This is an optimization exercise on Yosys and OpenROAD, whose aim is small area, not a production implementation.
The RTL was checked by simulation tests, not by an equivalence proof against the original design.
Power is estimated from default activity; no workload was simulated.

## the previous run
==> flow/design.v <==
module totd_40mhz(
		  input [1:0]  ENABLE40,
		  input        CLK120,
		  input        RST,
		  input [11:0] ADC0,
		  input [11:0] ADC1,
		  input [11:0] ADC2,
		  input [11:0] THRES0,
		  input [11:0] THRES1,
		  input [11:0] THRES2,
		  input [11:0] UP0,
		  input [11:0] UP1,
		  input [11:0] UP2,
		  input [2:0]  TRIG_ENABLE,
		  input [1:0]  MULTIPLICITY,
                  input [6:0]  OCCUPANCY,
                  input [5:0]  FD,
                  input [5:0]  FN,
                  input [11:0] INT,
		  output reg   TRIG
		  );
   wire ph_cap = (ENABLE40 == 2'd1);    
   wire ph_p0  = (ENABLE40 == 2'd2);    
   wire ph_p1  = (ENABLE40 == 2'd0);    
   reg [11:0] cap_x, cap_y, cap_z;
   reg        cap_v;                    
   always @(posedge CLK120) begin
      cap_z <= ADC2;
      cap_y <= ph_cap ? ADC1 : cap_z;
      cap_x <= ph_cap ? ADC0 : cap_y;
      if (ph_cap) cap_v <= !RST;
   end
   wire        sr = RST | !cap_v;        
   wire [11:0] x  = cap_x;
   reg [11:0] ap1, ap2, ap3;             
   reg [17:0] bl1, bl2, bl3;             
   reg [19:0] ia1, ia2, ia3;             
   reg        ic1, ic2, ic3;             
   reg [7:0]  oc1, oc2, oc3;             
   wire [11:0] y   = ap3;
   wire [17:0] bo  = bl3;
   wire [19:0] ao  = ia3;
   wire        co  = ic3;
   wire [7:0]  occ = oc3;
   reg [382:0] qline;
   reg [365:0] gline;
   reg [8:0]   cnt;                      
   reg [6:0]   wc;                       
   always @(posedge CLK120) begin
      if (RST)
        cnt <= 0;
      else if (cnt != 9'd383)
        cnt <= cnt + 1'b1;
   end
   wire g21  = gline[20]  & (cnt >= 9'd21);
   wire g366 = gline[365] & (cnt >= 9'd366);
   wire win_in  = qline[22]  & (cnt >= 9'd23);
   wire win_out = qline[382] & (cnt == 9'd383) & (wc == 7'd121);
   wire [17:0] dec_a = y * FD;
   wire [18:0] dec_b = {1'b0, x, 6'b0} - {1'b0, dec_a};
   reg  [17:0] dec_c;
   always @(posedge CLK120)
     dec_c <= (sr | dec_b[18]) ? 18'd0 : dec_b[17:0];
   wire [23:0] dec_p = dec_c * FN;
   wire [23:0] dec_e = dec_p + 24'd512;
   wire [11:0] dec_y = dec_e[22] ? 12'd4095 : dec_e[21:10];
   wire [11:0] thr = ph_p1 ? THRES0 : ph_cap ? THRES1 : THRES2;
   wire [11:0] up  = ph_p1 ? UP0    : ph_cap ? UP1    : UP2;
   wire        en  = ph_p1 ? TRIG_ENABLE[0] : ph_cap ? TRIG_ENABLE[1]
                   : TRIG_ENABLE[2];
   wire        qn  = en && (thr < dec_y) && (up >= dec_y);
   wire [19:0] delta = {2'b00, y, 6'b0} - {2'b00, bo};
   wire [19:0] ia_a  = (ao[19] | g366) ? 20'd0 :
                       co ? {1'b0, INT, 1'b0, 6'b0} : ao;
   wire        gn    = !sr && (ia_a[19:6] > {2'b00, INT});
   wire        cn    = ia_a[19:6] > {1'b0, INT, 1'b0};
   wire [19:0] ia_b  = ia_a + delta;
   wire [19:0] ia_c  = ia_b[19] ? 20'd0 :
                       ia_b - (ao[19] ? 20'd0 : 20'd32);
   wire [18:0] bd   = {1'b0, x, 6'b0} - {1'b0, bo};
   wire        bneg = bd[18];
   wire        xnz  = |x;
   wire gt64 = !bneg && (|bd[17:7] || (bd[6] && |bd[5:0]));
   wire gt32 = !bneg && (|bd[17:6] || (bd[5] && |bd[4:0]));
   wire lt64 = bneg && !(&bd[17:6]);
   wire lt32 = bneg && !(&bd[17:5]);
   wire bc1 = (&bo[17:6]) ? xnz : gt64;                     
   wire bc2 = (&bo[17:5]) ? xnz : gt32;                     
   wire bc3 = !bneg && (|bd[17:0]);                         
   wire bc4 = (~|bo[17:6]) ? !((&x) && (bo == 18'd0)) : lt64;  
   wire bc5 = (~|bo[17:5]) | lt32;                          
   wire bc6 = bneg;                                         
   wire       bup  = bc1 | bc2 | bc3;
   wire       bdn  = !bup & (bc4 | bc5 | bc6);
   wire [2:0] bmag = bc1 ? 3'd4 : bc2 ? 3'd2 : bc3 ? 3'd1 :
                     bc4 ? 3'd4 : bc5 ? 3'd2 : bc6 ? 3'd1 : 3'd0;
   wire [17:0] bn  = bo + (bdn ? -{15'd0, bmag} : {15'd0, bmag});
   wire       clr  = TRIG;              
   wire [7:0] occn = occ + win_in - win_out;
   wire       sbn  = !sr && (occ > {1'b0, OCCUPANCY}) && g21;
   always @(posedge CLK120) begin
      ap1 <= sr ? 12'd0 : x;
      bl1 <= sr ? 18'd0 : bn;
      ia1 <= sr ? 20'd0 : ia_c;
      ic1 <= sr ? 1'b0  : cn;
      oc1 <= (sr | clr) ? 8'd0 : occn;
      {ap3, ap2} <= {ap2, ap1};
      {bl3, bl2} <= {bl2, bl1};
      {ia3, ia2} <= {ia2, ia1};
      {ic3, ic2} <= {ic2, ic1};
      {oc3, oc2} <= {oc2, oc1};
      qline <= {qline[381:0], qn};
      gline <= {gline[364:0], gn};
   end
   always @(posedge CLK120) begin
      if (RST)
        wc <= 0;
      else if (ph_cap) begin
         if (clr)
           wc <= 7'd1;
         else if (wc != 7'd121)
           wc <= wc + 1'b1;
      end
   end
   reg sb_d1, sb_d2;
   reg trig_m, trig_now, trig_prev;
   always @(posedge CLK120) begin
      sb_d1 <= sbn;
      sb_d2 <= sb_d1;
      if (RST) begin
         trig_m <= 0;
         trig_now <= 0;
         trig_prev <= 0;
         TRIG <= 0;
      end else if (ph_cap) begin
         trig_m <= ({1'b0, sb_d2} + {1'b0, sb_d1} + {1'b0, sbn} >= MULTIPLICITY)
                   && (MULTIPLICITY != 2'd0);
         trig_now <= trig_m;
         trig_prev <= trig_now;
         TRIG <= trig_now && !trig_prev;
      end
   end
endmodule
Settings: LEC_CHECK=0, CAP_MARGIN=20, CORE_MARGIN=2, CORE_UTILIZATION=45, SLEW_MARGIN=20; clock period 8.3 ns.
run.sh (not shown) runs the stock make flow with config.mk's settings and CLKGATE_MAP_FILE= SYNTH_SCRIPT=/design/flow/synth_recipe.tcl, a recipe that flattens the netlist after the stock synthesis.
diff inputs: the previous run => the current run
--- a/flow/design.v
+++ b/flow/design.v
@@ -41,61 +41,56 @@
    wire [17:0] bo  = bl3;
    wire [19:0] ao  = ia3;
    wire        co  = ic3;
    wire [7:0]  occ = oc3;
-   reg [382:0] qline;
+   reg [383:0] qline;
    reg [365:0] gline;
    reg [8:0]   cnt;                      
    reg [6:0]   wc;                       
    always @(posedge CLK120) begin
       if (RST)
         cnt <= 0;
-      else if (cnt != 9'd383)
+      else if (cnt != 9'd384)
         cnt <= cnt + 1'b1;
    end
    wire g21  = gline[20]  & (cnt >= 9'd21);
    wire g366 = gline[365] & (cnt >= 9'd366);
-   wire win_in  = qline[22]  & (cnt >= 9'd23);
-   wire win_out = qline[382] & (cnt == 9'd383) & (wc == 7'd121);
+   wire win_in  = qline[23]  & (cnt >= 9'd24);
+   wire win_out = qline[383] & (cnt == 9'd384) & (wc == 7'd121);
    wire [17:0] dec_a = y * FD;
    wire [18:0] dec_b = {1'b0, x, 6'b0} - {1'b0, dec_a};
-   reg  [17:0] dec_c;
-   always @(posedge CLK120)
-     dec_c <= (sr | dec_b[18]) ? 18'd0 : dec_b[17:0];
+   wire [17:0] dec_c = dec_b[18] ? 18'd0 : dec_b[17:0];
    wire [23:0] dec_p = dec_c * FN;
    wire [23:0] dec_e = dec_p + 24'd512;
    wire [11:0] dec_y = dec_e[22] ? 12'd4095 : dec_e[21:10];
-   wire [11:0] thr = ph_p1 ? THRES0 : ph_cap ? THRES1 : THRES2;
-   wire [11:0] up  = ph_p1 ? UP0    : ph_cap ? UP1    : UP2;
-   wire        en  = ph_p1 ? TRIG_ENABLE[0] : ph_cap ? TRIG_ENABLE[1]
+   wire [11:0] thr = ph_p0 ? THRES0 : ph_p1 ? THRES1 : THRES2;
+   wire [11:0] up  = ph_p0 ? UP0    : ph_p1 ? UP1    : UP2;
+   wire        en  = ph_p0 ? TRIG_ENABLE[0] : ph_p1 ? TRIG_ENABLE[1]
                    : TRIG_ENABLE[2];
-   wire        qn  = en && (thr < dec_y) && (up >= dec_y);
+   wire        qn  = !sr && en && (thr < dec_y) && (up >= dec_y);
    wire [19:0] delta = {2'b00, y, 6'b0} - {2'b00, bo};
    wire [19:0] ia_a  = (ao[19] | g366) ? 20'd0 :
                        co ? {1'b0, INT, 1'b0, 6'b0} : ao;
    wire        gn    = !sr && (ia_a[19:6] > {2'b00, INT});
    wire        cn    = ia_a[19:6] > {1'b0, INT, 1'b0};
    wire [19:0] ia_b  = ia_a + delta;
    wire [19:0] ia_c  = ia_b[19] ? 20'd0 :
                        ia_b - (ao[19] ? 20'd0 : 20'd32);
-   wire [18:0] bd   = {1'b0, x, 6'b0} - {1'b0, bo};
-   wire        bneg = bd[18];
-   wire        xnz  = |x;
-   wire gt64 = !bneg && (|bd[17:7] || (bd[6] && |bd[5:0]));
-   wire gt32 = !bneg && (|bd[17:6] || (bd[5] && |bd[4:0]));
-   wire lt64 = bneg && !(&bd[17:6]);
-   wire lt32 = bneg && !(&bd[17:5]);
-   wire bc1 = (&bo[17:6]) ? xnz : gt64;                     
-   wire bc2 = (&bo[17:5]) ? xnz : gt32;                     
-   wire bc3 = !bneg && (|bd[17:0]);                         
-   wire bc4 = (~|bo[17:6]) ? !((&x) && (bo == 18'd0)) : lt64;  
-   wire bc5 = (~|bo[17:5]) | lt32;                          
-   wire bc6 = bneg;                                         
-   wire       bup  = bc1 | bc2 | bc3;
-   wire       bdn  = !bup & (bc4 | bc5 | bc6);
-   wire [2:0] bmag = bc1 ? 3'd4 : bc2 ? 3'd2 : bc3 ? 3'd1 :
-                     bc4 ? 3'd4 : bc5 ? 3'd2 : bc6 ? 3'd1 : 3'd0;
-   wire [17:0] bn  = bo + (bdn ? -{15'd0, bmag} : {15'd0, bmag});
+   wire [17:0] adcl = {x, 6'b0};
+   wire [17:0] b_p1 = bo + 18'd64;
+   wire [17:0] b_ph = bo + 18'd32;
+   wire [17:0] b_m1 = bo - 18'd64;
+   wire [17:0] b_mh = bo - 18'd32;
+   reg  [17:0] bn;
+   always @(*) begin
+      if (adcl > b_p1)      bn = bo + 18'd4;
+      else if (adcl > b_ph) bn = bo + 18'd2;
+      else if (adcl > bo)   bn = bo + 18'd1;
+      else if (adcl < b_m1) bn = bo - 18'd4;
+      else if (adcl < b_mh) bn = bo - 18'd2;
+      else if (adcl < bo)   bn = bo - 18'd1;
+      else                  bn = bo;
+   end
    wire       clr  = TRIG;              
    wire [7:0] occn = occ + win_in - win_out;
    wire       sbn  = !sr && (occ > {1'b0, OCCUPANCY}) && g21;
    always @(posedge CLK120) begin
@@ -108,9 +103,9 @@
       {bl3, bl2} <= {bl2, bl1};
       {ia3, ia2} <= {ia2, ia1};
       {ic3, ic2} <= {ic2, ic1};
       {oc3, oc2} <= {oc2, oc1};
-      qline <= {qline[381:0], qn};
+      qline <= {qline[382:0], qn};
       gline <= {gline[364:0], gn};
    end
    always @(posedge CLK120) begin
       if (RST)
--- outcome ---
- The current run finished every stage; the final checks, however, were not passed, the failures being setup timing.
- The run showing the smaller final design utilization is the previous run.
- Against the previous run, the current run reports a share of the synthesized area in compound gates (AO/OA/AOI/OAI) that is higher.
- Per the comparison of the current run with the previous run, non-clock buffer count rose by 130%, ratio of routed vias to standard cells rose by about 2%, maximum clock rate fell by 39 MHz, cell area after layout rose by about 9%, power after layout rose by about 50%.
- The current run -> the previous run: count of final hold-check violations delta 0, exact match
- Share of synthesized cell area in and, or, nand and nor gates (the current run over the previous run): increase, 0.38 points
- Re global-route wire length before repair: the previous run was lower than the current run.
- Per the comparison of the current run with the previous run, maximum VDD drop rose 140%, part of the power in combinational logic rose 28 points.
- Cell with the largest stage delay on the worst path = clkdlybuf4s50_1: the previous run; cell with the largest stage delay on the worst path = fa_1: the current run
- Summary: with the previous run as the reference, width of the die in the current run moved up slightly.

## what the ideal ports hide
No port has a modelled driver above. Below, the same layouts with a new extraction and two added sets of constraints. Step 1 assumes that a clkbuf_16 drives the clock port and a buf_2 every other input. Step 2 moves the port delays by t, midway between the first and last clock arrival at a register: inputs arrive t later, outputs are due t later. That takes back most of the time a late clock gives input paths. Slacks: no drivers / after step 1 / after step 2; pairs: no drivers / after step 1.
run	shift t [ns]	setup slack, ns	slew at the worst register clock pin (ns)	pins driven straight from the clock port
the previous run	0.688	0.699 / 0.725 / 0.037	0.07 / 0.07	1
the current run	0.697	-2.538 / -2.506 / -3.203	0.07 / 0.07	1
For the current run, which loses most, drivers alone change the setup slack by +0.032 ns; drivers and shift together by -0.665 ns.
